Context: an optimization exercise on an open-source flow, tuned for small area and a short achievable clock period. The choices shown serve that exercise and are no tape-out recipe. At most, simulation tests tie the RTL to the original design; equivalence was not proved. Function not checked in runs 1 to 3: the RTL went through the layout flow alone. Power is estimated from default activity; no workload was simulated.

==> flow/design.v, too long to show whole: its modules and the start of the top module <==
// module SMC_top: 30 lines
// module Calc: 62 lines
// module Sort: 929 lines
// module Choose: 280 lines
// module SMC: 19 lines
module SMC_top (
    input            clk,
    input      [1:0] mode,
    input      [2:0] Vgs0, Vgs1, Vgs2, Vgs3, Vgs4, Vgs5,
    input      [2:0] Vds0, Vds1, Vds2, Vds3, Vds4, Vds5,
    input      [2:0] W0, W1, W2, W3, W4, W5,
    output reg [9:0] out
);
  // ...
==> flow/run.sh <==
#!/bin/bash
# synth_recipe.tcl (not shown) runs the flow's synth.tcl, then flattens the netlist and writes it again
# the make line also repeats each setting of config.mk as NAME=value (left out here)
make -C /OpenROAD-flow-scripts/flow DESIGN_CONFIG=/design/flow/config.mk WORK_HOME=/design/flow/orfs CLKGATE_MAP_FILE= SYNTH_SCRIPT=/design/flow/synth_recipe.tcl finish
==> flow/config.mk <==
export PLATFORM = sky130hd
export DESIGN_NAME = SMC_top
export DESIGN_NICKNAME = SMC_top
export VERILOG_FILES = /design/flow/design.v
export SDC_FILE = /design/flow/constraint.sdc
export NUM_CORES = 4
export LEC_CHECK = 0
export ABC_AREA = 1
export CAP_MARGIN = 20
export CORE_MARGIN = 2
export CORE_UTILIZATION = 40
export SLEW_MARGIN = 20
==> flow/constraint.sdc <==
create_clock -name core_clock -period 30.0 [get_ports {clk}]
set_input_delay 6.0000 -clock core_clock [delete_from_list [all_inputs] [get_ports {clk}]]
set_output_delay 6.0000 -clock core_clock [all_outputs]
set_load 0.01 [all_outputs]
==> results by group, run 1 <==
Final layout
  • Area Growth Syn to Fin: 10.7%
  • Most common cell after layout, fill and taps aside: nand2_1
  • Share of cells above drive strength 1: 4.57%
  • Clock network area share: 2.89%
  • Fraction of area in multi-input gates: 68.0%

Clock network
  • Clock sinks: 66
  • Clock Path Buffers: 2
  • Hold_buf cts: 0

Pwr
  • Leak: 0.00563 µW
  • NetSw: 489 µW

Worst setup path
  • Worst R2R Setup Slack: 19.91 ns
  • Worst Path Required: 30.25 ns
  • Worst path top cell family by delay: adder cells
  • RR Startpoint: r_mode[0]
  • Setup crit end: out[9]

Global route
  • Vias in the first global route: 11,761

Synth
  • Post-synth top cells: nand2_1 (465), inv_1 (260), nor2_1 (228)
  • Sequential share of the synthesized area: 12.3%
  • Synth area leader: nand2_1
  • Syn avg cell area: 5.76 µm²

Route
  • WL met2: 17,000 µm
  • Top Metal Used: met4
  • DR vias/cell: 5.83

Worst hold path
  • Hold Crit Endpoint: out[0]
  • Hold wc startpoint: r_mode[0]

Floorplan
  • Core footprint: 26,200 µm²

Timing
  • Skew final: 0.00930 ns
  • Min Tclk post-route: 10.09 ns
  • Post-route setup slack: 19.91 ns

Status
  • Status: timing/DRC/antenna clean
==> run 2: changes to the inputs <==
==> flow/flow/run.sh (new file) <==
#!/bin/bash
# Own flow: the standard synthesis, then the combinational cells are
# re-mapped by ABC (flip-flops kept as they are, same names and cells), then
# the standard layout from floorplan to finish, with small port buffers.
set -euo pipefail
HERE=$(pwd)
R=$HERE/orfs/results/$FLOW_PLATFORM/SMC_top/base
LIB=$FLOW_HOME/platforms/sky130hd/lib/sky130_fd_sc_hd__tt_025C_1v80.lib
source $HERE/flow/params.sh
bash standard.sh synth > synth_std.log 2>&1
cp $R/1_2_yosys.v $HERE/synth_std.v
DU=$(grep -A40 "DONT_USE_CELLS +=" $FLOW_HOME/platforms/sky130hd/config.mk | grep -o "sky130_fd_sc_hd__[a-z0-9_]*" | sed 's/^/-dont_use /' | tr '\n' ' ')
cat > resynth.ys <<EOT
read_liberty -ignore_miss_func $LIB
blackbox sky130_fd_sc_hd__dfxtp_1
read_verilog $HERE/synth_std.v
hierarchy -top $FLOW_TOP
flatten
opt_clean
abc -script $HERE/flow/resynth.abc -liberty $LIB $DU -D $ABC_D
opt_clean -purge
hilomap -singleton -hicell sky130_fd_sc_hd__conb_1 HI -locell sky130_fd_sc_hd__conb_1 LO
stat -liberty $LIB
write_verilog -noattr -nohex -nodec $HERE/synth_re.v
EOT
yosys -s resynth.ys > resynth.log 2>&1
cp $HERE/synth_re.v $R/1_2_yosys.v
rm -f $R/1_synth.odb $R/1_synth.sdc
bash standard.sh "BUFFER_PORTS_ARGS=$PORT_BUF_ARGS" $EXTRA_MAKE finish > layout.log 2>&1
==> flow/flow/params.sh (new file) <==
ABC_D=6000
PORT_BUF_ARGS="-buffer_cell sky130_fd_sc_hd__buf_1"
EXTRA_MAKE="SETUP_SLACK_MARGIN=21"
==> flow/flow/resynth.abc (new file) <==
strash; dch; map -D 6000; topo; buffer -p; upsize -D 6000; dnsize -D 6000
==> flow/standard.sh (new file) <==
#!/bin/bash
# synth_recipe.tcl (not shown) runs the flow's synth.tcl, then flattens the netlist and writes it again
# the make line also repeats each setting of config.mk as NAME=value (left out here)
make -C /OpenROAD-flow-scripts/flow DESIGN_CONFIG=/design/flow/config.mk WORK_HOME=/design/flow/orfs CLKGATE_MAP_FILE= SYNTH_SCRIPT=/design/flow/synth_recipe.tcl "${@:-finish}"
--- a/flow/config.mk
+++ b/flow/config.mk
@@ -9,4 +9,5 @@
 export CAP_MARGIN = 20
 export CORE_MARGIN = 2
 export CORE_UTILIZATION = 40
+export CTS_BUF_LIST = sky130_fd_sc_hd__clkbuf_8
 export SLEW_MARGIN = 20
removed: flow/run.sh
==> run 2 against run 1 <==
Still clean. Clock-buffer cell count is 1 higher. Area after synthesis down 12%. Fmax grew 24%. Clock power down 34%. Non-clock buffer count up 9. Sequential power fell by 4%. Power shrank 19%. Sequential share of layout area up 1.3 points. Utilization up 0.37 points. Global-route usage decreased by 0.37 points. Sequential cell count stayed put. Wire length is 13% lower. Largest cell class unchanged. Highest routed layer unchanged.
==> results by group, run 2 <==
Timing
  • Min Tclk post-route: 8.15 ns (-1.94 ns)
  • Period Utilization, post-route: 27.2%
  • Skew final: 0.0249 ns (+0.0156 ns)
  • Fin. Hold Viols: 0
  • # setup viols final: 0
  • Max Freq: 123 MHz
  • Worst slew pin tran: 0.950 ns
  • Setup TNS: 0 ns
  • RSZ-0062 raised after global routing: false
  • Slew margin rel.: 36.6%
  • Slew Viols, Final: 0

Worst hold path
  • Hold Crit Class: reg -> reg
  • Hold wc startpoint: r_mode[0]
  • Hold Crit Endpoint: out[0]
  • Hold-critical path depth: 3

Final layout
  • Filler cell count: 2,490
  • Nets: 1,828
  • Most common cell after layout, fill and taps aside: nand2_1
  • Share of cells above drive strength 1: 6.14% (+1.6 points)
  • Non-Filler Instances: 2,095
  • Max reg flops: 10
  • Ant. Diodes: 0
  • Largest reg by FF count: out
  • Area Growth Syn to Fin: 12.7%
  • Most frequent cells in the layout: nand2_1 (308), nor2_1 (306), inv_1 (272)

Route
  • Pre-Repair DR Iteration Count: 6
  • DRT iter0 DRCs: 1,242
  • WL final: 33,100 µm
  • DR vias/cell: 5.88 (+0.82%)
  • Per-cell routed wire length: 15.8 µm
  • Remaining DRCs: 0
  • Total number of vias: 12,314
  • Remaining antenna violation count after routing: 0

Worst setup path
  • RR Startpoint: r_mode[0]
  • Worst Path Required: 30.30 ns (+0.05 ns)
  • Crit path largest cell delay: 0.48 ns
  • Worst-path fanout max: 35
  • Slowest CP cell: nor3_1
  • WP data arrival: 8.45 ns
  • Crit Path Category: reg -> reg
  • R2R cell count: 49
  • Startpoint Class: flop
  • Capturing point of the worst reg2reg path: out[9]
  • Worst R2R Setup Slack: 21.85 ns (+1.94 ns)
  • CP Capture Type: flop
  • Most frequent CP cell: nand2_1

Clock network
  • Root Buffer: clkbuf_8
  • Clock sinks: 66 (unchanged)
  • CTS tree: done
  • Clk slew on worst S/H paths: 0.09 ns
  • Clock Path Buffers: 2 (unchanged)
  • Worst-skew pair later-pin latency: 0.38 ns
  • CTS Buf Count: 9
  • Htree depth: 3
  • Hold_buf cts: 0 (unchanged)

Synth
  • Synth Cell Area: 9470 µm²
  • Syn avg cell area: 5.60 µm² (-2.8%)
  • Synth warn: 1
  • Syn_nets: 1,747
  • Syn Inst Count: 1,690

Placed design
  • Cells after DPL: 2,074
  • GPL Wtd Cong: 1.02
  • IO buf count: 66
  • Hpwl dp: 25,300 µm

Floorplan
  • Starting Density: 40.6%
  • Chip Width: 158 µm
  • Core footprint: 23,300 µm² (-11%)
  • # rows: 56
  • Die Ht: 158 µm
  • Full die area: 24,900 µm²
  • # IOs: 67

Flow run
  • Max Cap Violations: 0

Global route
  • Initial antenna violation count: 0
  • Vias in the first global route: 10,949 (-6.9%)
  • Largest net degree at the start of global routing: 36
  • GRT Util Overall: 26.2%
  • First-pass GRT wire length: 53,600 µm
  • Congestion Overflow GR: 0

Pwr
  • Leak: 0.00480 µW (-15%)
  • PwrDens: 69.4 nW/µm²
  • Max VDD drop: 0.0588 mV

Status
  • Status: timing/DRC/antenna clean
run 2: final cells by class:
class	count	area (µm²)	area share, %
clock buffers	11	151	1.42
repair buffers	77	355	3.33
inverters	287	1080	10.2
flip-flops and latches	66	1320	12.4
multi-input cells	1330	7300	68.4
clock inverters	5	61.3	0.575
well taps	319	399	3.74
run 2: what timing repair did:
| action | in CTS | in global routing |
|---|---|---|
| resized for setup | 0 | 69 |
| endpoints found under the setup margin | 0 | 7 |
| buffers inserted | 0 | 5 |
run 2: per-stage QoR:
| stage | cell area (µm²) | hold WS, ns | utilization, % | power [µW] | setup WS, ns |
|---|---|---|---|---|---|
| 2_1_floorplan | 9470 | 0.925 | - | 517 | 22.92 |
| 3_3_place_gp | 10100 | 0.953 | 43.3 | 622 | 21.11 |
| 3_5_place_dp | 10100 | 0.947 | 43.3 | 623 | 21.14 |
| 4_1_cts | 10300 | 0.975 | 44.2 | 712 | 21.09 |
| 5_1_grt | 10700 | 0.945 | 45.7 | 813 | 20.95 |
| 6_report | 10700 | 0.886 | 45.7 | 740 | 21.85 |
run 2: worst max-delay path by stage:
stage / cells after the start / slack, ns / startpoint / to
after CTS: 44 / 21.09 / r_mode[0] / out[9]
after detailed placement: 44 / 21.14 / r_mode[0] / out[9]
after global placement: 44 / 21.11 / r_mode[0] / out[9]
after floorplan: 49 / 22.92 / r_mode[0] / out[9]
after global routing: 51 / 20.95 / r_mode[0] / out[9]
final: 49 / 21.85 / r_mode[0] / out[9]
run 2: where the power goes:
part	switching (µW)	internal, µW
logic	349	196
clock network	41.4	43.2
registers	8.44	102
total	399	341
run 2: per-layer routing:
| layer | global-route usage, % | vias up | wire (µm) |
|---|---|---|---|
| li1 | - | 6035 | - |
| met3 | 4.49 | 128 | 3030 |
| met2 | 42.0 | 761 | 14500 |
| met5 | 0 | - | 0 |
| met1 | 35.0 | 5390 | 14400 |
| met4 | 9.96 | 0 | 1180 |
run 2: critical path: cells and delay by family, from the launching register on:
| family | cells | cell delay, ns |
|---|---|---|
| simple gates | 24 | 3.62 |
| flops | 1 | 0.33 |
| compound gates | 15 | 2.51 |
| buf+inv | 7 | 1.07 |
| xor+xnor | 3 | 0.50 |
==> run 3: changes to the inputs <==
==> flow/flow/params.sh (replaced) <==
ABC_D=6000
PORT_BUF_ARGS="-buffer_cell sky130_fd_sc_hd__buf_1"
EXTRA_MAKE="SETUP_SLACK_MARGIN=23"
==> run 3 against run 2 <==
Still clean on timing, DRC and antenna. Critical path depth down 3. Highest routed layer unchanged. Fmax increased by 13%. Wire length is 18% higher. Die area is the same. Via count up 12%. Sequential share of layout area fell by 2.4 points. Clock-buffer cell count down 2. Clock power is 16% higher. Power increased by 41%. Setup slack better by 0.93 ns.
==> results by group, run 3 <==
Status
  • Status: timing/DRC/antenna clean

Final layout
  • Most frequent cells in the layout: nand2_1 (260), nor2_1 (225), inv_1 (220)
  • Largest reg by FF count: out
  • Share of cells above drive strength 1: 31.3% (+25 points)
  • Max reg flops: 10 (unchanged)
  • Nets: 2,001 (+9.5%)
  • Most common cell after layout, fill and taps aside: nand2_1
  • Area Growth Syn to Fin: 44.0%
  • Ant. Diodes: 0 (unchanged)

Timing
  • Worst Hold Slack: 1.13 ns (+0.248 ns)
  • # setup viols final: 0 (unchanged)
  • Min Tclk post-route: 7.22 ns (-0.932 ns)
  • Max Freq: 139 MHz (+13%)
  • Slew margin rel.: 33.7% (-2.9 points)
  • Skew final: 0.0176 ns (-0.00733 ns)
  • RSZ-0062 raised after global routing: true
  • Slew Viols, Final: 0 (unchanged)
  • Fin. Hold Viols: 0 (unchanged)
  • Worst slew pin tran: 0.993 ns (+0.0429 ns)
  • Period Utilization, post-route: 24.1% (-3.1 points)
  • Setup TNS: 0 ns (unchanged)

Clock network
  • CTS Buf Count: 9 (unchanged)
  • Worst-skew pair later-pin latency: 0.38 ns (about the same)
  • Htree depth: 3 (unchanged)
  • Clock sinks: 66 (unchanged)
  • Clk slew on worst S/H paths: 0.09 ns (about the same)
  • CTS tree: done
  • Clock Path Buffers: 2 (unchanged)
  • Root Buffer: clkbuf_8

Worst setup path
  • Crit path launch: r_mode[0]
  • Worst R2R Setup Slack: 22.78 ns (+0.93 ns)
  • R2R cell count: 46 (-6.1%)
  • Startpoint Class: flop
  • Crit path largest cell delay: 0.39 ns (-0.09 ns)
  • RR Startpoint: r_mode[0]
  • CP Capture Type: flop
  • Capturing point of the worst reg2reg path: out[8]
  • Worst Path Required: 30.29 ns (about the same)
  • Slowest CP cell: dfxtp_4
  • Crit Path Category: reg -> reg
  • WP data arrival: 7.50 ns (-0.95 ns)
  • Worst-path fanout max: 6 (-83%)
  • Setup crit end: out[8]

Global route
  • First-pass GRT wire length: 59,000 µm (+10%)
  • Congestion Overflow GR: 0 (unchanged)
  • Vias in the first global route: 12,223 (+12%)
  • Largest net degree at the start of global routing: 26 (-28%)
  • Initial antenna violation count: 0 (unchanged)
  • GRT Util Overall: 28.9% (+2.8 points)

Route
  • WL final: 39,200 µm (+18%)
  • Remaining antenna violation count after routing: 0 (unchanged)
  • DR vias/cell: 6.06 (+3.1%)
  • WL met2: 17,600 µm (+22%)
  • Per-cell routed wire length: 17.3 µm (+9.4%)
  • Top Metal Used: met4
  • Met3 routed WL: 3940 µm (+30%)
  • Remaining DRCs: 0 (unchanged)
  • Total number of vias: 13,738 (+12%)
  • DRT iter0 DRCs: 1,579 (+27%)
  • Metal1 wirelength: 15,200 µm (+5.3%)
  • Pre-Repair DR Iteration Count: 28 (+22)

Pwr
  • Clk pwr share: 9.4% (-2.0 points)
  • PwrDens: 76.5 nW/µm² (+10%)
  • NetSw: 528 µW (+32%)
  • Pint: 515 µW (+51%)
  • Switching part of the total: 50.6% (-3.3 points)
  • Max VDD drop: 0.0661 mV (+12%)
  • Leak: 0.00595 µW (+24%)
  • Tot Pwr: 1040 µW (+41%)
  • Power share of the combinational group: 79.9% (+6.3 points)
  • Seq pwr share: 10.7% (-4.2 points)

Floorplan
  • Full die area: 24,900 µm² (unchanged)
  • Core footprint: 23,300 µm² (unchanged)
  • # rows: 56 (unchanged)
  • Chip Width: 158 µm (unchanged)
  • Die Ht: 158 µm (unchanged)
  • Starting Density: 40.6% (unchanged)
  • # IOs: 67 (unchanged)

Placed design
  • Hpwl dp: 25,500 µm (+0.54%)
  • GPL Wtd Cong: 1.09 (+7.5%)
  • IO buf count: 66 (unchanged)

Synth
  • Synth Cell Area: 9470 µm² (unchanged)
  • Synth warn: 1 (unchanged)
  • Syn_nets: 1,747 (unchanged)
  • Syn Inst Count: 1,690 (unchanged)
  • Syn avg cell area: 5.60 µm² (unchanged)

Worst hold path
  • Hold Crit Class: reg -> reg

Flow run
  • Max Cap Violations: 0 (unchanged)
-- run 3: metal layers --
layer | up-vias | GRT usage [%]
met2 | 943 | 46.7
met4 | 0 | 14.6
met3 | 269 | 5.67
met1 | 6122 | 36.6
met5 | - | 0
li1 | 6404 | -
-- run 3: power by group through the flow --
| stage | registers (µW) | logic, µW | clock network (µW) |
|---|---|---|---|
| floorplan | 114 | 403 | 0 |
| global placement | 112 | 510 | 0 |
| detailed placement | 112 | 512 | 0 |
| CTS | 111 | 667 | 102 |
| global route | 113 | 902 | 105 |
| finish | 112 | 833 | 98.4 |
-- run 3: area by class of cell --
class                           count  area [µm²]
Clock buffer                        9         124
Clock inverter                      7         119
Fill cell                        2180        9700
Inverter                          287        1150
Multi-Input combinational cell   1331        8710
Sequential cell                    66        1360
Tap cell                          319         399
Timing Repair Buffer              247        1760
Timing Repair inverter              2        17.5
-- run 3: stage by stage --
step | cells | instance area, µm² | utilization, % | setup WS, ns
global placement | 2073 | 10100 | 43.2 | 21.02
finish | 2268 | 13600 | 58.4 | 22.78
CTS | 2188 | 12100 | 52.0 | 22.99
detailed placement | 2073 | 10100 | 43.2 | 21.18
global route | 2268 | 13600 | 58.4 | 22.27
floorplan | 1690 | 9470 | - | 23.23
-- run 3: worst max-delay path, delay by kind of cell, from the launching register on --
kind	cells	cell delay (ns)
and+or+nand+nor	18	2.51
AOI/OAI and AO/OA	15	2.26
buffers and inverters	8	1.16
xor gates and xnor gates	5	0.77
DFF	1	0.39
-- run 3: timing repair --
item / in CTS / in global routing
pin swaps: 98 / 128
setup endpoints to repair: 10 / 8
gates resized for setup: 291 / 239
setup buffers: 96 / 77
gates cloned: 3 / 3
hold buffers: 0 / 0
-- run 3: worst min-delay path by stage --
| stage | from | endpoint | slack (ns) | cells past startpoint |
|---|---|---|---|---|
| 3_3_place_gp | r_mode[0] | out[0] | 0.95 | 3 |
| 5_1_grt | r_mode[0] | out[0] | 1.17 | 4 |
| 6_report | r_mode[0] | out[0] | 1.13 | 4 |
| 2_1_floorplan | r_mode[0] | out[0] | 0.76 | 2 |
| 3_5_place_dp | r_mode[0] | out[0] | 0.96 | 3 |
| 4_1_cts | r_mode[0] | out[0] | 1.12 | 4 |
==> module Calc, before the edit <==
module Calc(
    output [6:0] val,
    input m,
    input [2:0] Vgs, Vds, W);
    wire [5:0] y; wire [3:0] y3; wire [4:0] y23;
    assign y[0] = (m & ~Vgs[2] & ~Vgs[0]) | (m & Vgs[2] & ~Vds[2] & Vds[0]) | (m & ~Vgs[0] & Vds[2] & Vds[1]) | (m & Vgs[1] & ~Vds[2] & ~Vds[1]) | (m & Vgs[2] & Vgs[1] & ~Vds[1] & Vds[0]) | (m & ~Vgs[1] & ~Vgs[0] & Vds[2]);
    assign y[1] = (~m & ~Vgs[2] & ~Vgs[0]) | (~m & ~Vgs[0] & Vds[2] & Vds[1]) | (Vgs[1] & Vgs[0] & ~Vds[2] & ~Vds[1]) | (Vgs[2] & Vgs[0] & ~Vds[2] & Vds[0]) | (Vgs[2] & Vgs[1] & Vgs[0] & ~Vds[1] & Vds[0]) | (~m & ~Vgs[0] & Vds[0]) | (~m & ~Vgs[1] & ~Vgs[0] & Vds[2]);
    assign y[2] = (~Vgs[2] & Vgs[1] & Vgs[0] & Vds[2]) | (~m & ~Vgs[1] & ~Vgs[0] & Vds[2]) | (~Vgs[2] & Vgs[1] & Vgs[0] & Vds[1]) | (Vgs[2] & Vgs[1] & ~Vgs[0] & ~Vds[2] & Vds[1] & Vds[0]) | (Vgs[1] & Vgs[0] & Vds[2] & Vds[1]) | (~m & Vgs[2] & ~Vds[2] & Vds[1]) | (m & Vgs[2] & ~Vgs[1] & Vgs[0] & ~Vds[2]) | (Vgs[1] & Vgs[0] & ~Vds[2] & ~Vds[0]) | (m & Vgs[2] & ~Vgs[1] & ~Vds[2] & ~Vds[1]);
    assign y[3] = (~m & Vgs[2] & Vgs[0] & Vds[2]) | (Vgs[2] & Vgs[1] & ~Vgs[0] & Vds[2]) | (m & ~Vgs[1] & ~Vgs[0] & Vds[2]) | (m & Vgs[2] & ~Vgs[1] & ~Vds[2] & Vds[1]) | (m & Vgs[2] & Vgs[1] & ~Vds[2] & ~Vds[1]) | (m & Vgs[2] & Vgs[1] & Vgs[0] & ~Vds[2] & Vds[0]);
    assign y[4] = (m & Vgs[2] & ~Vgs[1] & Vgs[0] & Vds[2]) | (m & Vgs[2] & Vgs[1] & ~Vgs[0] & Vds[2]) | (m & Vgs[2] & Vgs[1] & ~Vds[2] & Vds[1]);
    assign y[5] = (m & Vgs[2] & Vgs[1] & Vgs[0] & Vds[2]);
    assign y3[0] = (~Vgs[2] & Vgs[1] & Vgs[0] & Vds[1]) | (~m & Vgs[2] & ~Vds[2] & ~Vds[0]) | (m & Vgs[2] & ~Vgs[1] & Vds[2]) | (~Vgs[2] & Vgs[1] & Vgs[0] & Vds[2]) | (m & Vgs[2] & Vgs[1] & ~Vds[2] & Vds[0]) | (m & ~Vgs[1] & ~Vgs[0] & Vds[0]) | (Vgs[1] & Vgs[0] & Vds[2] & ~Vds[1] & Vds[0]) | (~m & Vgs[2] & Vgs[1] & ~Vgs[0] & Vds[2] & Vds[1]) | (m & ~Vgs[2] & Vgs[1] & Vgs[0]) | (Vgs[2] & Vgs[1] & ~Vgs[0] & ~Vds[2] & ~Vds[0]) | (m & Vgs[2] & ~Vgs[1] & Vds[1] & Vds[0]) | (~m & Vgs[2] & Vgs[1] & Vds[2] & ~Vds[1] & Vds[0]);
    assign y3[1] = (~Vgs[1] & ~Vgs[0] & Vds[2]) | (~m & Vgs[2] & ~Vgs[1] & Vds[2]) | (~m & Vgs[2] & ~Vgs[0] & Vds[2]) | (m & Vgs[2] & Vgs[0] & ~Vds[2] & ~Vds[1]) | (m & Vgs[2] & Vgs[1] & Vgs[0] & ~Vds[2] & ~Vds[0]) | (~m & Vgs[2] & ~Vds[2] & Vds[1] & Vds[0]) | (Vgs[2] & Vgs[1] & Vgs[0] & Vds[2] & ~Vds[1]) | (m & ~Vgs[1] & ~Vgs[0] & Vds[1]) | (m & Vgs[2] & Vgs[1] & ~Vgs[0] & ~Vds[2] & Vds[0]);
    assign y3[2] = (m & Vgs[2] & ~Vgs[1] & Vgs[0] & Vds[1]) | (m & Vgs[2] & ~Vgs[1] & Vgs[0] & Vds[2]) | (m & Vgs[2] & Vgs[1] & ~Vgs[0] & ~Vds[2] & Vds[1]) | (Vgs[2] & Vgs[1] & Vgs[0] & Vds[2] & Vds[1]) | (m & Vgs[2] & Vgs[0] & Vds[1] & ~Vds[0]);
    assign y3[3] = (m & Vgs[2] & Vgs[1] & Vds[2]) | (m & Vgs[2] & Vgs[1] & Vgs[0] & Vds[1] & Vds[0]);
    assign y23[0] = (~m & ~Vgs[2] & ~Vgs[0]) | (m & ~Vgs[1] & ~Vgs[0] & ~Vds[2] & ~Vds[0]) | (~Vgs[1] & ~Vgs[0] & ~Vds[2] & ~Vds[1]) | (~m & Vgs[2] & ~Vgs[1] & Vgs[0] & Vds[2]) | (m & Vgs[2] & Vgs[1] & Vgs[0] & ~Vds[2] & ~Vds[0]) | (m & Vgs[2] & Vgs[1] & Vgs[0] & ~Vds[1]) | (~m & Vgs[1] & ~Vds[2] & ~Vds[1]) | (~m & Vgs[2] & Vgs[1] & ~Vds[1] & ~Vds[0]) | (~m & Vgs[2] & ~Vds[2] & ~Vds[1]);
    assign y23[1] = (~Vgs[2] & Vgs[1] & Vgs[0] & Vds[1]) | (~m & Vgs[2] & ~Vds[2] & ~Vds[0]) | (m & Vgs[2] & ~Vgs[1] & Vds[2]) | (~Vgs[2] & Vgs[1] & Vgs[0] & Vds[2]) | (m & Vgs[2] & Vgs[1] & ~Vds[2] & Vds[0]) | (m & ~Vgs[1] & ~Vgs[0] & Vds[0]) | (Vgs[1] & Vgs[0] & Vds[2] & ~Vds[1] & Vds[0]) | (~m & Vgs[2] & Vgs[1] & ~Vgs[0] & Vds[2] & Vds[1]) | (m & ~Vgs[2] & Vgs[1] & Vgs[0]) | (Vgs[2] & Vgs[1] & ~Vgs[0] & ~Vds[2] & ~Vds[0]) | (m & Vgs[2] & ~Vgs[1] & Vds[1] & Vds[0]) | (~m & Vgs[2] & Vgs[1] & Vds[2] & ~Vds[1] & Vds[0]);
    assign y23[2] = (~Vgs[1] & ~Vgs[0] & Vds[2]) | (~m & Vgs[2] & ~Vgs[1] & Vds[2]) | (~m & Vgs[2] & ~Vgs[0] & Vds[2]) | (m & Vgs[2] & Vgs[0] & ~Vds[2] & ~Vds[1]) | (m & Vgs[2] & Vgs[1] & Vgs[0] & ~Vds[2] & ~Vds[0]) | (~m & Vgs[2] & ~Vds[2] & Vds[1] & Vds[0]) | (Vgs[2] & Vgs[1] & Vgs[0] & Vds[2] & ~Vds[1]) | (m & ~Vgs[1] & ~Vgs[0] & Vds[1]) | (m & Vgs[2] & Vgs[1] & ~Vgs[0] & ~Vds[2] & Vds[0]);
    assign y23[3] = (m & Vgs[2] & ~Vgs[1] & Vgs[0] & Vds[1]) | (m & Vgs[2] & ~Vgs[1] & Vgs[0] & Vds[2]) | (m & Vgs[2] & Vgs[1] & ~Vgs[0] & ~Vds[2] & Vds[1]) | (Vgs[2] & Vgs[1] & Vgs[0] & Vds[2] & Vds[1]) | (m & Vgs[2] & Vgs[0] & Vds[1] & ~Vds[0]);
    assign y23[4] = (m & Vgs[2] & Vgs[1] & Vds[2]) | (m & Vgs[2] & Vgs[1] & Vgs[0] & Vds[1] & Vds[0]);
    wire q2 = W[2] & W[1];
    wire q1 = ~q2 & (W[2] | (W[1] & W[0]));
    wire r1 = (W == 3'd1) | (W == 3'd4) | (W == 3'd7);
    wire r2 = (W == 3'd2) | (W == 3'd5);
    wire [6:0] A = ({7{q2}} & {y, 1'b0}) | ({7{q1}} & {1'b0, y});
    wire [4:0] B = ({5{r1}} & {1'b0, y3}) | ({5{r2}} & y23);
    wire _k0;
    wire _k1;
    wire _k2;
    wire _k3;
    wire _k4;
    wire _k5;
    wire _k6;
    wire _k7;
    wire _k8;
    wire _k9;
    wire _k10;
    wire _k11;
    wire _k12;
    wire _k13;
    assign _k0 = A[0] ^ B[0];
    assign _k1 = A[0] & B[0];
    assign _k2 = A[1] ^ B[1] ^ _k1;
    assign _k3 = (A[1] & B[1]) | (A[1] & _k1) | (B[1] & _k1);
    assign _k4 = A[2] ^ B[2] ^ _k3;
    assign _k5 = (A[2] & B[2]) | (A[2] & _k3) | (B[2] & _k3);
    assign _k6 = A[3] ^ B[3] ^ _k5;
    assign _k7 = (A[3] & B[3]) | (A[3] & _k5) | (B[3] & _k5);
    assign _k8 = A[4] ^ B[4] ^ _k7;
    assign _k9 = (A[4] & B[4]) | (A[4] & _k7) | (B[4] & _k7);
    assign _k10 = A[5] ^ _k9;
    assign _k11 = A[5] & _k9;
    assign _k12 = A[6] ^ _k11;
    assign _k13 = A[6] & _k11;
    assign val[0] = _k0;
    assign val[1] = _k2;
    assign val[2] = _k4;
    assign val[3] = _k6;
    assign val[4] = _k8;
    assign val[5] = _k10;
    assign val[6] = _k12;
endmodule
==> run 4: changes to the inputs <==
--- a/flow/design.v
+++ b/flow/design.v
@@ -29,67 +29,46 @@
     );
 endmodule
 
-module Calc(
-    output [6:0] val,
-    input m,
-    input [2:0] Vgs, Vds, W);
-    wire [5:0] y; wire [3:0] y3; wire [4:0] y23;
-    assign y[0] = (m & ~Vgs[2] & ~Vgs[0]) | (m & Vgs[2] & ~Vds[2] & Vds[0]) | (m & ~Vgs[0] & Vds[2] & Vds[1]) | (m & Vgs[1] & ~Vds[2] & ~Vds[1]) | (m & Vgs[2] & Vgs[1] & ~Vds[1] & Vds[0]) | (m & ~Vgs[1] & ~Vgs[0] & Vds[2]);
-    assign y[1] = (~m & ~Vgs[2] & ~Vgs[0]) | (~m & ~Vgs[0] & Vds[2] & Vds[1]) | (Vgs[1] & Vgs[0] & ~Vds[2] & ~Vds[1]) | (Vgs[2] & Vgs[0] & ~Vds[2] & Vds[0]) | (Vgs[2] & Vgs[1] & Vgs[0] & ~Vds[1] & Vds[0]) | (~m & ~Vgs[0] & Vds[0]) | (~m & ~Vgs[1] & ~Vgs[0] & Vds[2]);
-    assign y[2] = (~Vgs[2] & Vgs[1] & Vgs[0] & Vds[2]) | (~m & ~Vgs[1] & ~Vgs[0] & Vds[2]) | (~Vgs[2] & Vgs[1] & Vgs[0] & Vds[1]) | (Vgs[2] & Vgs[1] & ~Vgs[0] & ~Vds[2] & Vds[1] & Vds[0]) | (Vgs[1] & Vgs[0] & Vds[2] & Vds[1]) | (~m & Vgs[2] & ~Vds[2] & Vds[1]) | (m & Vgs[2] & ~Vgs[1] & Vgs[0] & ~Vds[2]) | (Vgs[1] & Vgs[0] & ~Vds[2] & ~Vds[0]) | (m & Vgs[2] & ~Vgs[1] & ~Vds[2] & ~Vds[1]);
-    assign y[3] = (~m & Vgs[2] & Vgs[0] & Vds[2]) | (Vgs[2] & Vgs[1] & ~Vgs[0] & Vds[2]) | (m & ~Vgs[1] & ~Vgs[0] & Vds[2]) | (m & Vgs[2] & ~Vgs[1] & ~Vds[2] & Vds[1]) | (m & Vgs[2] & Vgs[1] & ~Vds[2] & ~Vds[1]) | (m & Vgs[2] & Vgs[1] & Vgs[0] & ~Vds[2] & Vds[0]);
-    assign y[4] = (m & Vgs[2] & ~Vgs[1] & Vgs[0] & Vds[2]) | (m & Vgs[2] & Vgs[1] & ~Vgs[0] & Vds[2]) | (m & Vgs[2] & Vgs[1] & ~Vds[2] & Vds[1]);
-    assign y[5] = (m & Vgs[2] & Vgs[1] & Vgs[0] & Vds[2]);
-    assign y3[0] = (~Vgs[2] & Vgs[1] & Vgs[0] & Vds[1]) | (~m & Vgs[2] & ~Vds[2] & ~Vds[0]) | (m & Vgs[2] & ~Vgs[1] & Vds[2]) | (~Vgs[2] & Vgs[1] & Vgs[0] & Vds[2]) | (m & Vgs[2] & Vgs[1] & ~Vds[2] & Vds[0]) | (m & ~Vgs[1] & ~Vgs[0] & Vds[0]) | (Vgs[1] & Vgs[0] & Vds[2] & ~Vds[1] & Vds[0]) | (~m & Vgs[2] & Vgs[1] & ~Vgs[0] & Vds[2] & Vds[1]) | (m & ~Vgs[2] & Vgs[1] & Vgs[0]) | (Vgs[2] & Vgs[1] & ~Vgs[0] & ~Vds[2] & ~Vds[0]) | (m & Vgs[2] & ~Vgs[1] & Vds[1] & Vds[0]) | (~m & Vgs[2] & Vgs[1] & Vds[2] & ~Vds[1] & Vds[0]);
-    assign y3[1] = (~Vgs[1] & ~Vgs[0] & Vds[2]) | (~m & Vgs[2] & ~Vgs[1] & Vds[2]) | (~m & Vgs[2] & ~Vgs[0] & Vds[2]) | (m & Vgs[2] & Vgs[0] & ~Vds[2] & ~Vds[1]) | (m & Vgs[2] & Vgs[1] & Vgs[0] & ~Vds[2] & ~Vds[0]) | (~m & Vgs[2] & ~Vds[2] & Vds[1] & Vds[0]) | (Vgs[2] & Vgs[1] & Vgs[0] & Vds[2] & ~Vds[1]) | (m & ~Vgs[1] & ~Vgs[0] & Vds[1]) | (m & Vgs[2] & Vgs[1] & ~Vgs[0] & ~Vds[2] & Vds[0]);
-    assign y3[2] = (m & Vgs[2] & ~Vgs[1] & Vgs[0] & Vds[1]) | (m & Vgs[2] & ~Vgs[1] & Vgs[0] & Vds[2]) | (m & Vgs[2] & Vgs[1] & ~Vgs[0] & ~Vds[2] & Vds[1]) | (Vgs[2] & Vgs[1] & Vgs[0] & Vds[2] & Vds[1]) | (m & Vgs[2] & Vgs[0] & Vds[1] & ~Vds[0]);
-    assign y3[3] = (m & Vgs[2] & Vgs[1] & Vds[2]) | (m & Vgs[2] & Vgs[1] & Vgs[0] & Vds[1] & Vds[0]);
-    assign y23[0] = (~m & ~Vgs[2] & ~Vgs[0]) | (m & ~Vgs[1] & ~Vgs[0] & ~Vds[2] & ~Vds[0]) | (~Vgs[1] & ~Vgs[0] & ~Vds[2] & ~Vds[1]) | (~m & Vgs[2] & ~Vgs[1] & Vgs[0] & Vds[2]) | (m & Vgs[2] & Vgs[1] & Vgs[0] & ~Vds[2] & ~Vds[0]) | (m & Vgs[2] & Vgs[1] & Vgs[0] & ~Vds[1]) | (~m & Vgs[1] & ~Vds[2] & ~Vds[1]) | (~m & Vgs[2] & Vgs[1] & ~Vds[1] & ~Vds[0]) | (~m & Vgs[2] & ~Vds[2] & ~Vds[1]);
-    assign y23[1] = (~Vgs[2] & Vgs[1] & Vgs[0] & Vds[1]) | (~m & Vgs[2] & ~Vds[2] & ~Vds[0]) | (m & Vgs[2] & ~Vgs[1] & Vds[2]) | (~Vgs[2] & Vgs[1] & Vgs[0] & Vds[2]) | (m & Vgs[2] & Vgs[1] & ~Vds[2] & Vds[0]) | (m & ~Vgs[1] & ~Vgs[0] & Vds[0]) | (Vgs[1] & Vgs[0] & Vds[2] & ~Vds[1] & Vds[0]) | (~m & Vgs[2] & Vgs[1] & ~Vgs[0] & Vds[2] & Vds[1]) | (m & ~Vgs[2] & Vgs[1] & Vgs[0]) | (Vgs[2] & Vgs[1] & ~Vgs[0] & ~Vds[2] & ~Vds[0]) | (m & Vgs[2] & ~Vgs[1] & Vds[1] & Vds[0]) | (~m & Vgs[2] & Vgs[1] & Vds[2] & ~Vds[1] & Vds[0]);
-    assign y23[2] = (~Vgs[1] & ~Vgs[0] & Vds[2]) | (~m & Vgs[2] & ~Vgs[1] & Vds[2]) | (~m & Vgs[2] & ~Vgs[0] & Vds[2]) | (m & Vgs[2] & Vgs[0] & ~Vds[2] & ~Vds[1]) | (m & Vgs[2] & Vgs[1] & Vgs[0] & ~Vds[2] & ~Vds[0]) | (~m & Vgs[2] & ~Vds[2] & Vds[1] & Vds[0]) | (Vgs[2] & Vgs[1] & Vgs[0] & Vds[2] & ~Vds[1]) | (m & ~Vgs[1] & ~Vgs[0] & Vds[1]) | (m & Vgs[2] & Vgs[1] & ~Vgs[0] & ~Vds[2] & Vds[0]);
-    assign y23[3] = (m & Vgs[2] & ~Vgs[1] & Vgs[0] & Vds[1]) | (m & Vgs[2] & ~Vgs[1] & Vgs[0] & Vds[2]) | (m & Vgs[2] & Vgs[1] & ~Vgs[0] & ~Vds[2] & Vds[1]) | (Vgs[2] & Vgs[1] & Vgs[0] & Vds[2] & Vds[1]) | (m & Vgs[2] & Vgs[0] & Vds[1] & ~Vds[0]);
-    assign y23[4] = (m & Vgs[2] & Vgs[1] & Vds[2]) | (m & Vgs[2] & Vgs[1] & Vgs[0] & Vds[1] & Vds[0]);
+module Calc(output [6:0] val, input m, input [2:0] Vgs, Vds, W);
+    wire [5:0] yI, yG; wire [3:0] y3I, y3G; wire [4:0] y23I, y23G;
+    assign yI[0] = (~Vgs[2] & ~Vgs[0]) | (Vgs[2] & ~Vds[2] & Vds[0]) | (~Vgs[0] & Vds[2] & Vds[1]) | (Vgs[1] & ~Vds[2] & ~Vds[1]) | (Vgs[2] & Vgs[1] & ~Vds[1] & Vds[0]) | (~Vgs[1] & ~Vgs[0] & Vds[2]);
+    assign yI[1] = (Vgs[2] & Vgs[0] & ~Vds[2] & Vds[0]) | (Vgs[1] & Vgs[0] & ~Vds[2] & ~Vds[1]) | (Vgs[2] & Vgs[1] & Vgs[0] & ~Vds[1] & Vds[0]);
+    assign yI[2] = (Vgs[2] & ~Vgs[1] & Vgs[0] & ~Vds[2]) | (Vgs[2] & Vgs[1] & ~Vgs[0] & ~Vds[2] & Vds[1] & Vds[0]) | (Vgs[1] & Vgs[0] & Vds[2] & Vds[1]) | (~Vgs[2] & Vgs[1] & Vgs[0] & Vds[1]) | (~Vgs[2] & Vgs[1] & Vgs[0] & Vds[2]) | (Vgs[2] & ~Vgs[1] & ~Vds[2] & ~Vds[1]) | (Vgs[1] & Vgs[0] & Vds[1] & ~Vds[0]);
+    assign yI[3] = (Vgs[2] & ~Vgs[0] & Vds[2]) | (Vgs[2] & ~Vgs[1] & ~Vds[2] & Vds[1]) | (Vgs[2] & Vgs[1] & ~Vds[2] & ~Vds[1]) | (Vgs[2] & Vgs[1] & Vgs[0] & ~Vds[2] & Vds[0]);
+    assign yI[4] = (Vgs[2] & ~Vgs[1] & Vgs[0] & Vds[2]) | (Vgs[2] & Vgs[1] & ~Vgs[0] & Vds[2]) | (Vgs[2] & Vgs[1] & ~Vds[2] & Vds[1]);
+    assign yI[5] = (Vgs[2] & Vgs[1] & Vgs[0] & Vds[2]);
+    assign y3I[0] = (~Vgs[2] & Vgs[1] & Vgs[0]) | (Vgs[2] & ~Vgs[1] & Vds[2]) | (Vgs[2] & Vgs[1] & ~Vgs[0] & ~Vds[2]) | (Vgs[2] & ~Vds[2] & Vds[1] & Vds[0]) | (Vgs[1] & Vgs[0] & ~Vds[1] & Vds[0]) | (~Vgs[1] & ~Vgs[0] & ~Vds[1]);
+    assign y3I[1] = (~Vgs[1] & ~Vgs[0] & Vds[2]) | (Vgs[2] & Vgs[0] & ~Vds[2] & ~Vds[1]) | (Vgs[2] & Vgs[1] & Vgs[0] & ~Vds[2] & ~Vds[0]) | (Vgs[2] & Vgs[1] & Vgs[0] & ~Vds[1]) | (~Vgs[1] & ~Vgs[0] & Vds[1]) | (Vgs[2] & Vgs[1] & ~Vgs[0] & ~Vds[2] & Vds[0]);
+    assign y3I[2] = (Vgs[2] & ~Vgs[1] & Vgs[0] & Vds[1]) | (Vgs[2] & ~Vgs[1] & Vgs[0] & Vds[2]) | (Vgs[2] & Vgs[1] & ~Vgs[0] & ~Vds[2] & Vds[1]) | (Vgs[2] & Vgs[0] & Vds[2] & Vds[1]) | (Vgs[2] & Vgs[0] & Vds[1] & ~Vds[0]);
+    assign y3I[3] = (Vgs[2] & Vgs[1] & Vds[2]) | (Vgs[2] & Vgs[1] & Vgs[0] & Vds[1] & Vds[0]);
+    assign y23I[0] = (~Vgs[1] & ~Vgs[0] & ~Vds[2] & ~Vds[1]) | (~Vgs[1] & ~Vgs[0] & ~Vds[2] & ~Vds[0]) | (Vgs[2] & Vgs[1] & Vgs[0] & ~Vds[1]) | (Vgs[2] & Vgs[1] & Vgs[0] & ~Vds[2] & ~Vds[0]);
+    assign y23I[1] = (~Vgs[2] & Vgs[1] & Vgs[0]) | (Vgs[2] & ~Vgs[1] & Vds[2]) | (Vgs[2] & Vgs[1] & ~Vgs[0] & ~Vds[2]) | (Vgs[2] & ~Vds[2] & Vds[1] & Vds[0]) | (Vgs[1] & Vgs[0] & ~Vds[1] & Vds[0]) | (~Vgs[1] & ~Vgs[0] & ~Vds[1]);
+    assign y23I[2] = (~Vgs[1] & ~Vgs[0] & Vds[2]) | (Vgs[2] & Vgs[0] & ~Vds[2] & ~Vds[1]) | (Vgs[2] & Vgs[1] & Vgs[0] & ~Vds[2] & ~Vds[0]) | (Vgs[2] & Vgs[1] & Vgs[0] & ~Vds[1]) | (~Vgs[1] & ~Vgs[0] & Vds[1]) | (Vgs[2] & Vgs[1] & ~Vgs[0] & ~Vds[2] & Vds[0]);
+    assign y23I[3] = (Vgs[2] & ~Vgs[1] & Vgs[0] & Vds[1]) | (Vgs[2] & ~Vgs[1] & Vgs[0] & Vds[2]) | (Vgs[2] & Vgs[1] & ~Vgs[0] & ~Vds[2] & Vds[1]) | (Vgs[2] & Vgs[0] & Vds[2] & Vds[1]) | (Vgs[2] & Vgs[0] & Vds[1] & ~Vds[0]);
+    assign y23I[4] = (Vgs[2] & Vgs[1] & Vds[2]) | (Vgs[2] & Vgs[1] & Vgs[0] & Vds[1] & Vds[0]);
+    assign yG[0] = 1'b0;
+    assign yG[1] = (~Vgs[2] & ~Vgs[0]) | (Vgs[2] & ~Vds[2] & Vds[0]) | (~Vgs[0] & Vds[2] & Vds[1]) | (Vgs[1] & ~Vds[2] & ~Vds[1]) | (Vgs[2] & Vgs[1] & ~Vds[1] & Vds[0]) | (~Vgs[1] & ~Vgs[0] & Vds[2]);
+    assign yG[2] = (Vgs[1] & Vgs[0] & Vds[1]) | (~Vgs[1] & ~Vgs[0] & Vds[2]) | (Vgs[2] & ~Vds[2] & Vds[1]) | (~Vgs[2] & Vgs[1] & Vgs[0] & Vds[2]);
+    assign yG[3] = (Vgs[2] & Vgs[0] & Vds[2]) | (Vgs[2] & Vgs[1] & Vds[2]);
+    assign yG[4] = 1'b0;
+    assign yG[5] = 1'b0;
+    assign y3G[0] = (Vgs[2] & ~Vds[2] & ~Vds[0]) | (~Vgs[2] & Vgs[1] & Vgs[0] & Vds[1]) | (~Vgs[2] & Vgs[1] & Vgs[0] & Vds[2]) | (Vgs[2] & Vgs[1] & Vds[2] & ~Vds[1] & Vds[0]) | (Vgs[2] & Vgs[1] & ~Vgs[0] & Vds[2] & Vds[1]);
+    assign y3G[1] = (Vgs[2] & ~Vgs[1] & Vds[2]) | (Vgs[2] & ~Vgs[0] & Vds[2]) | (Vgs[2] & ~Vds[2] & Vds[1] & Vds[0]) | (Vgs[2] & Vds[2] & ~Vds[1]);
+    assign y3G[2] = (Vgs[2] & Vgs[1] & Vgs[0] & Vds[2] & Vds[1]);
+    assign y3G[3] = 1'b0;
+    assign y23G[0] = (~Vgs[2] & ~Vgs[0]) | (Vgs[2] & ~Vgs[1] & Vgs[0] & Vds[2]) | (Vgs[1] & ~Vds[2] & ~Vds[1]) | (Vgs[2] & ~Vds[2] & ~Vds[1]) | (Vgs[2] & Vgs[1] & ~Vds[1] & ~Vds[0]);
+    assign y23G[1] = (Vgs[2] & ~Vds[2] & ~Vds[0]) | (~Vgs[2] & Vgs[1] & Vgs[0] & Vds[1]) | (~Vgs[2] & Vgs[1] & Vgs[0] & Vds[2]) | (Vgs[2] & Vgs[1] & Vds[2] & ~Vds[1] & Vds[0]) | (Vgs[2] & Vgs[1] & ~Vgs[0] & Vds[2] & Vds[1]);
+    assign y23G[2] = (Vgs[2] & ~Vgs[1] & Vds[2]) | (Vgs[2] & ~Vgs[0] & Vds[2]) | (Vgs[2] & ~Vds[2] & Vds[1] & Vds[0]) | (Vgs[2] & Vds[2] & ~Vds[1]);
+    assign y23G[3] = (Vgs[2] & Vgs[1] & Vgs[0] & Vds[2] & Vds[1]);
+    assign y23G[4] = 1'b0;
+    wire [5:0] y = m ? yI : yG; wire [3:0] y3 = m ? y3I : y3G; wire [4:0] y23 = m ? y23I : y23G;
     wire q2 = W[2] & W[1];
     wire q1 = ~q2 & (W[2] | (W[1] & W[0]));
     wire r1 = (W == 3'd1) | (W == 3'd4) | (W == 3'd7);
     wire r2 = (W == 3'd2) | (W == 3'd5);
     wire [6:0] A = ({7{q2}} & {y, 1'b0}) | ({7{q1}} & {1'b0, y});
     wire [4:0] B = ({5{r1}} & {1'b0, y3}) | ({5{r2}} & y23);
-    wire _k0;
-    wire _k1;
-    wire _k2;
-    wire _k3;
-    wire _k4;
-    wire _k5;
-    wire _k6;
-    wire _k7;
-    wire _k8;
-    wire _k9;
-    wire _k10;
-    wire _k11;
-    wire _k12;
-    wire _k13;
-    assign _k0 = A[0] ^ B[0];
-    assign _k1 = A[0] & B[0];
-    assign _k2 = A[1] ^ B[1] ^ _k1;
-    assign _k3 = (A[1] & B[1]) | (A[1] & _k1) | (B[1] & _k1);
-    assign _k4 = A[2] ^ B[2] ^ _k3;
-    assign _k5 = (A[2] & B[2]) | (A[2] & _k3) | (B[2] & _k3);
-    assign _k6 = A[3] ^ B[3] ^ _k5;
-    assign _k7 = (A[3] & B[3]) | (A[3] & _k5) | (B[3] & _k5);
-    assign _k8 = A[4] ^ B[4] ^ _k7;
-    assign _k9 = (A[4] & B[4]) | (A[4] & _k7) | (B[4] & _k7);
-    assign _k10 = A[5] ^ _k9;
-    assign _k11 = A[5] & _k9;
-    assign _k12 = A[6] ^ _k11;
-    assign _k13 = A[6] & _k11;
-    assign val[0] = _k0;
-    assign val[1] = _k2;
-    assign val[2] = _k4;
-    assign val[3] = _k6;
-    assign val[4] = _k8;
-    assign val[5] = _k10;
-    assign val[6] = _k12;
+    assign val = A + B;
 endmodule
 module Sort(
     output [5:0] sp, sq, sr,
==> flow/flow/params.sh (replaced) <==
ABC_D=6000
PORT_BUF_ARGS="-buffer_cell sky130_fd_sc_hd__buf_1"
EXTRA_MAKE="SETUP_SLACK_MARGIN=21"
==> flow/flow/resynth.abc (replaced) <==
strash; dch; amap
==> run 4 against run 3 <==
Fmax shrank 12%. Cell count shrank 18%. Non-clock buffer count shrank 146. Utilization shrank 9.8 points. Register-to-register slack lost 0.99 ns. Combinational power shrank 35%. Via count shrank 16%. Worst hold slack lost 0.065 ns. Clock power shrank 24%. Wire length shrank 27%. Critical path depth shrank 2. Setup slack lost 0.99 ns. Critical endpoint is now out[9]. Largest cell class unchanged. Largest power group unchanged.
==> results by group, run 4 <==
Status
  • Status: timing/DRC/antenna clean

Clock network
  • Htree depth: 3 (unchanged)
  • Clock Path Buffers: 2 (unchanged)
  • Clock sinks: 66 (unchanged)
  • Worst-skew pair later-pin latency: 0.38 ns (about the same)
  • CTS tree: done
  • CTS Buf Count: 9 (unchanged)
  • Clk slew on worst S/H paths: 0.10 ns (about the same)
  • Root Buffer: clkbuf_8
  • Hold_buf cts: 0 (unchanged)

Timing
  • Fin. Hold Viols: 0 (unchanged)
  • Period Utilization, post-route: 27.4% (+3.3 points)
  • Setup TNS: 0 ns (unchanged)
  • Worst Hold Slack: 1.07 ns (-0.0650 ns)
  • Skew final: 0.0188 ns (+0.00120 ns)
  • RSZ-0062 raised after global routing: false
  • Max Freq: 122 MHz (-12%)
  • Post-route setup slack: 21.79 ns (-0.990 ns)
  • Slew Viols, Final: 0 (unchanged)
  • # setup viols final: 0 (unchanged)
  • Worst slew pin tran: 1.03 ns (+0.0370 ns)
  • Min Tclk post-route: 8.21 ns (+0.990 ns)
  • Slew margin rel.: 30.6% (-3.1 points)

Floorplan
  • Starting Density: 40.5% (-0.062 points)
  • Chip Width: 149 µm (-5.3%)
  • Full die area: 22,300 µm² (-10%)
  • # rows: 53 (-5.4%)
  • # IOs: 67 (unchanged)
  • Core footprint: 20,900 µm² (-10%)
  • Die Ht: 149 µm (-5.3%)

Route
  • Per-cell routed wire length: 15.4 µm (-11%)
  • WL final: 28,800 µm (-27%)
  • Total number of vias: 11,520 (-16%)
  • DRT iter0 DRCs: 1,450 (-8.2%)
  • Remaining antenna violation count after routing: 0 (unchanged)
  • DR vias/cell: 6.16 (+1.7%)
  • Pre-Repair DR Iteration Count: 6 (-79%)
  • Remaining DRCs: 0 (unchanged)

Final layout
  • Largest reg by FF count: out
  • Most frequent cells in the layout: nor2_1 (335), nand2_1 (165), o22ai_1 (131)
  • Area Growth Syn to Fin: 20.0%
  • Non-Filler Instances: 1,870 (-18%)
  • Area of the multi-input gates: 7120 µm² (-18%)
  • Ant. Diodes: 0 (unchanged)
  • Filler cell count: 2,161 (-0.87%)
  • Max reg flops: 10 (unchanged)
  • Seq. cell area: 1350 µm² (-1.1%)
  • Most common cell after layout, fill and taps aside: nor2_1
  • Nets: 1,647 (-18%)
  • Share of cells above drive strength 1: 12.9% (-18 points)

Pwr
  • Tot Pwr: 728 µW (-30%)
  • Max VDD drop: 0.0360 mV (-45%)
  • Leak: 0.00336 µW (-44%)
  • PwrDens: 71.6 nW/µm² (-6.4%)

Worst hold path
  • Hold Crit Class: reg -> reg

Placed design
  • Hpwl dp: 21,400 µm (-16%)
  • GPL Wtd Cong: 0.976 (-11%)
  • IO buf count: 66 (unchanged)
  • Worst slack, placed: 19.60 ns (-1.58 ns)
  • Cells after DPL: 1,830 (-12%)

Worst setup path
  • Worst-path fanout max: 8 (+2)
  • Worst path top cell family by delay: compound AO/OA/AOI/OAI gates
  • Crit Path Category: reg -> reg
  • Worst Path Buf+Inv: 4 (-4)
  • Most frequent CP cell: nor2_1
  • WP data arrival: 8.53 ns (+1.03 ns)
  • Startpoint Class: flop
  • CP Capture Type: flop
  • Worst Path Required: 30.32 ns (+0.03 ns)
  • Crit path largest cell delay: 0.43 ns (+0.04 ns)
  • Slowest CP cell: nor4_2

Synth
  • Syn Inst Count: 1,478 (-13%)
  • Synth Cell Area: 8460 µm² (-11%)
  • Synth warn: 1 (unchanged)
  • Syn avg cell area: 5.73 µm² (+2.2%)
  • Syn_nets: 1,535 (-12%)

Global route
  • Congestion Overflow GR: 0 (unchanged)
  • First-pass GRT wire length: 46,600 µm (-21%)
  • Largest net degree at the start of global routing: 62 (+140%)
  • Initial antenna violation count: 0 (unchanged)
  • Vias in the first global route: 10,059 (-18%)
  • GRT Util Overall: 24.6% (-4.3 points)

Flow run
  • Max Cap Violations: 0 (unchanged)
-- run 4: worst min-delay path: cells and delay by family (launching register included) --
family,cells,cell delay (ns)
flops,1,0.34
simple gates,1,0.21
buf+inv,1,0.19
xor+xnor,1,0.13
compound gates,1,0.11
-- run 4: final timing paths --
| check | startpoint | to | slack [ns] | cells past startpoint |
|---|---|---|---|---|
| setup / recovery | r_Vds3[2] | out[9] | 21.79 | 44 |
| setup reg to reg | r_Vds3[2] | out[9] | 21.79 | 44 |
| hold reg to reg | r_mode[0] | out[0] | 1.07 | 4 |
| hold / removal | r_mode[0] | out[0] | 1.07 | 4 |
-- run 4: routing by layer --
metal	global-route usage, %	vias up	share of wire [%]
li1	-	5734	-
met1	32.3	5072	43
met2	40.8	619	46
met3	4.09	95	8.2
met4	8.57	0	2.8
met5	0	-	0
-- run 4: area by class of cell --
| cell class | instances | share of cell area, % |
|---|---|---|
| repair buffers | 101 | 5.15 |
| flip-flops and latches | 66 | 13.3 |
| clock inverters | 7 | 0.530 |
| multi-input cells | 1254 | 70.1 |
| clock buffers | 9 | 1.22 |
| well taps | 275 | 3.39 |
| inverters | 158 | 6.32 |
-- run 4: what timing repair did --
action                                  in CTS  in global routing
endpoints found under the hold margin        0                  0
pin swaps                                    1                 20
endpoints found under the setup margin       8                  7
setup buffers                                0                 24
resized for setup                           51                161
-- run 4: metrics by stage --
step / instance area, µm² / util [%]
finish: 10200 / 48.6
global route: 10200 / 48.6
CTS: 9490 / 45.4
detailed placement: 9140 / 43.8
global placement: 9140 / 43.8
floorplan: 8470 / -
-- run 4: where the power goes --
group / internal (µW) / total (µW) / switching (µW)
combinational: 195 / 543 / 349
sequential: 101 / 110 / 8.66
clock: 30.7 / 74.4 / 43.7
==> run 5: changes to the inputs <==
==> flow/flow/resynth.abc (replaced) <==
strash; dch; map -D 6000; topo; buffer -p; upsize -D 6000; dnsize -D 6000
==> run 5 against run 4 <==
Cell count grew 7.8%. Worst hold slack improved by 0.082 ns. Sequential power about the same. Still clean on timing, DRC and antenna. Non-clock buffer count shrank 31. Die area increased by 9.5%. Global-route usage grew 1.0 points. Sequential cell count unchanged. Highest routed layer unchanged. Power rose by 9.3%.
==> results by group, run 5 <==
Status
  • Status: timing/DRC/antenna clean

Final layout
  • Max reg flops: 10 (unchanged)
  • Largest reg by FF count: out
  • Share of cells above drive strength 1: 5.03% (-7.9 points)
  • Most common cell after layout, fill and taps aside: nand2_1
  • Nets: 1,783 (+8.3%)
  • Area Growth Syn to Fin: 10.3%
  • Ant. Diodes: 0 (unchanged)
  • Most frequent cells in the layout: nand2_1 (299), nor2_1 (274), inv_1 (267)
  • Post-layout util: 45.1% (-3.5 points)

Synth
  • Syn Inst Count: 1,656 (+12%)
  • Syn avg cell area: 5.61 µm² (-2.1%)
  • Synth warn: 1 (unchanged)
  • Syn_nets: 1,713 (+12%)
  • Synth Cell Area: 9290 µm² (+9.7%)

Pwr
  • PwrDens: 77.6 nW/µm² (+8.4%)
  • NetSw: 429 µW (+7.0%)
  • Seq pwr share: 14.0% (-1.1 points)
  • Clk pwr share: 12.3% (+2.1 points)
  • Switching part of the total: 53.9% (-1.2 points)
  • Max VDD drop: 0.0736 mV (+100%)
  • Leak: 0.00461 µW (+37%)
  • Power share of the combinational group: 73.8% (-0.9 points)
  • Pint: 366 µW (+12%)

Clock network
  • CTS tree: done
  • Worst-skew pair later-pin latency: 0.37 ns (about the same)
  • Hold_buf cts: 0 (unchanged)
  • Post-cts repair resize count: 0 (-100%)
  • Clock Path Buffers: 2 (unchanged)
  • # Post-CTS Setup Buffers: 0 (unchanged)
  • Clk slew on worst S/H paths: 0.09 ns (about the same)
  • Root Buffer: clkbuf_8
  • CTS Buf Count: 9 (unchanged)
  • Clock sinks: 66 (unchanged)
  • Htree depth: 3 (unchanged)

Floorplan
  • Die Ht: 156 µm (+4.6%)
  • Chip Width: 156 µm (+4.6%)
  • Full die area: 24,500 µm² (+9.5%)
  • # IOs: 67 (unchanged)
  • # rows: 55 (+3.8%)
  • Starting Density: 40.9% (+0.38 points)
  • Core footprint: 22,700 µm² (+8.7%)

Worst setup path
  • R2R cell count: 42 (-4.5%)
  • RR Startpoint: r_Vgs3[2]
  • Worst R2R Setup Slack: 21.84 ns (+0.05 ns)
  • Crit Path Category: reg -> reg
  • Worst-path fanout max: 13 (+5)
  • Crit path launch: r_Vgs3[2]
  • CP Capture Type: flop
  • WP depth: 42 (-4.5%)
  • Crit path largest cell delay: 0.79 ns (+0.36 ns)
  • Worst Path Buf+Inv: 6 (+2)
  • Setup crit end: out[9]
  • Most frequent CP cell: inv_1
  • Slowest CP cell: xor2_1
  • WP data arrival: 8.42 ns (-0.11 ns)
  • Worst path top cell family by delay: compound AO/OA/AOI/OAI gates
  • Worst Path Required: 30.26 ns (-0.06 ns)
  • Capturing point of the worst reg2reg path: out[9]
  • Startpoint Class: flop

Flow run
  • Max Cap Violations: 0 (unchanged)

Timing
  • Skew final: 0.0152 ns (-0.00358 ns)
  • Slew margin rel.: 33.3% (+2.7 points)
  • Max Freq: 123 MHz (+0.64%)
  • Post-route setup slack: 21.84 ns (+0.0524 ns)
  • Slew Viols, Final: 0 (unchanged)
  • Fin. Hold Viols: 0 (unchanged)
  • Setup TNS: 0 ns (unchanged)
  • Worst slew pin tran: 0.997 ns (-0.0323 ns)
  • RSZ-0062 raised after global routing: false
  • Period Utilization, post-route: 27.2% (-0.17 points)
  • # setup viols final: 0 (unchanged)
  • Min Tclk post-route: 8.16 ns (-0.0524 ns)

Global route
  • Vias in the first global route: 10,722 (+6.6%)
  • First-pass GRT wire length: 52,000 µm (+12%)
  • Initial antenna violation count: 0 (unchanged)
  • Largest net degree at the start of global routing: 65 (+4.8%)
  • Congestion Overflow GR: 0 (unchanged)
  • GRT Util Overall: 25.6% (+1.0 points)

Route
  • DRT iter0 DRCs: 1,057 (-27%)
  • WL final: 31,700 µm (+10%)
  • DR vias/cell: 5.91 (-4.1%)
  • Remaining antenna violation count after routing: 0 (unchanged)
  • Pre-Repair DR Iteration Count: 5 (-1)
  • Remaining DRCs: 0 (unchanged)
  • Total number of vias: 11,910 (+3.4%)
  • Per-cell routed wire length: 15.7 µm (+2.2%)

Worst hold path
  • Hold Crit Class: reg -> reg

Placed design
  • GPL Wtd Cong: 1.05 (+7.5%)
  • IO buf count: 66 (unchanged)
  • Worst slack, placed: 21.39 ns (+1.80 ns)
  • Hpwl dp: 24,600 µm (+14%)
## run 5: layer usage
layer	share of wire, %	track usage (%)	wire [µm]	up-vias
met2	45	43.0	14200	622
met4	2.2	7.34	692	0
li1	-	-	-	5902
met3	8.3	3.49	2650	71
met5	0	0	0	-
met1	45	34.2	14100	5315
## run 5: worst min path at each step
stage	from	end	slack (ns)	cells past startpoint
finish	r_mode[0]	out[0]	1.15	6
detailed placement	r_mode[0]	out[0]	1.16	6
global placement	r_mode[0]	out[0]	1.15	6
floorplan	r_W3[1]	out[0]	1.08	7
CTS	r_mode[0]	out[0]	1.21	6
global route	r_mode[0]	out[0]	1.26	6
## run 5: area by class of cell
| class | count | area [µm²] |
|---|---|---|
| clock inverters | 7 | 119 |
| multi-input cells | 1296 | 6970 |
| inverters | 283 | 1060 |
| repair buffers | 70 | 292 |
| clock buffers | 9 | 124 |
| well taps | 285 | 357 |
| flip-flops and latches | 66 | 1320 |
| fillers | 2419 | 12500 |
## run 5: worst reg2reg max path: cells and delay by family, from the launching register on
family / cells / cell delay [ns]
AND/OR/NAND/NOR: 16 / 2.24
buffers and inverters: 6 / 0.93
flip-flops: 1 / 0.48
AO/OA/AOI/OAI: 15 / 2.84
XOR/XNOR: 4 / 1.24
adder cells (fa/ha/maj): 1 / 0.32
## run 5: power groups by stage
stage / clock [µW] / sequential (µW) / combinational [µW]
3_3_place_gp: 0 / 113 / 562
5_1_grt: 104 / 112 / 667
4_1_cts: 101 / 111 / 569
3_5_place_dp: 0 / 113 / 565
6_report: 97.5 / 111 / 587
2_1_floorplan: 0 / 115 / 449
## run 5: through the flow
stage	cells	cell area [µm²]	hold WS, ns	power (µW)
2_1_floorplan	1656	9290	1.08	565
3_3_place_gp	2000	9870	1.15	675
3_5_place_dp	2000	9870	1.16	678
4_1_cts	2016	10100	1.21	781
5_1_grt	2016	10200	1.26	883
6_report	2016	10200	1.15	795

[re-timing with driven ports]
Ports are ideal in the flow. The routed layouts listed here were re-timed in OpenROAD.
Step 1 assumes that a clkbuf_16 drives the clock port and a buf_2 every other input.
Step 2 also shifts input and output timing later by t, the mid clock arrival at the registers, as if the neighbouring blocks saw the same clock.
Slacks: ideal ports / drivers / drivers and shift; pairs: ideal ports / drivers.
| run | t, ns | setup WS [ns] | worst hold slack (ns) | slew at the worst register clock pin (ns) | cell pins on the clock port's net |
|---|---|---|---|---|---|
| run 1 | 0.402 | 19.909 / 19.909 / 19.909 | 1.082 / 1.082 / 1.082 | 0.07 / 0.07 | 1 |
| run 2 | 0.406 | 21.850 / 21.850 / 21.850 | 0.886 / 0.886 / 0.886 | 0.10 / 0.10 | 1 |
| run 3 | 0.413 | 22.783 / 22.783 / 22.783 | 1.133 / 1.133 / 1.133 | 0.09 / 0.09 | 1 |
| run 4 | 0.411 | 21.792 / 21.792 / 21.792 | 1.068 / 1.068 / 1.068 | 0.10 / 0.10 | 1 |
| run 5 | 0.408 | 21.845 / 21.845 / 21.845 | 1.150 / 1.150 / 1.150 | 0.09 / 0.09 | 1 |
After both steps every run listed still meets setup and hold.
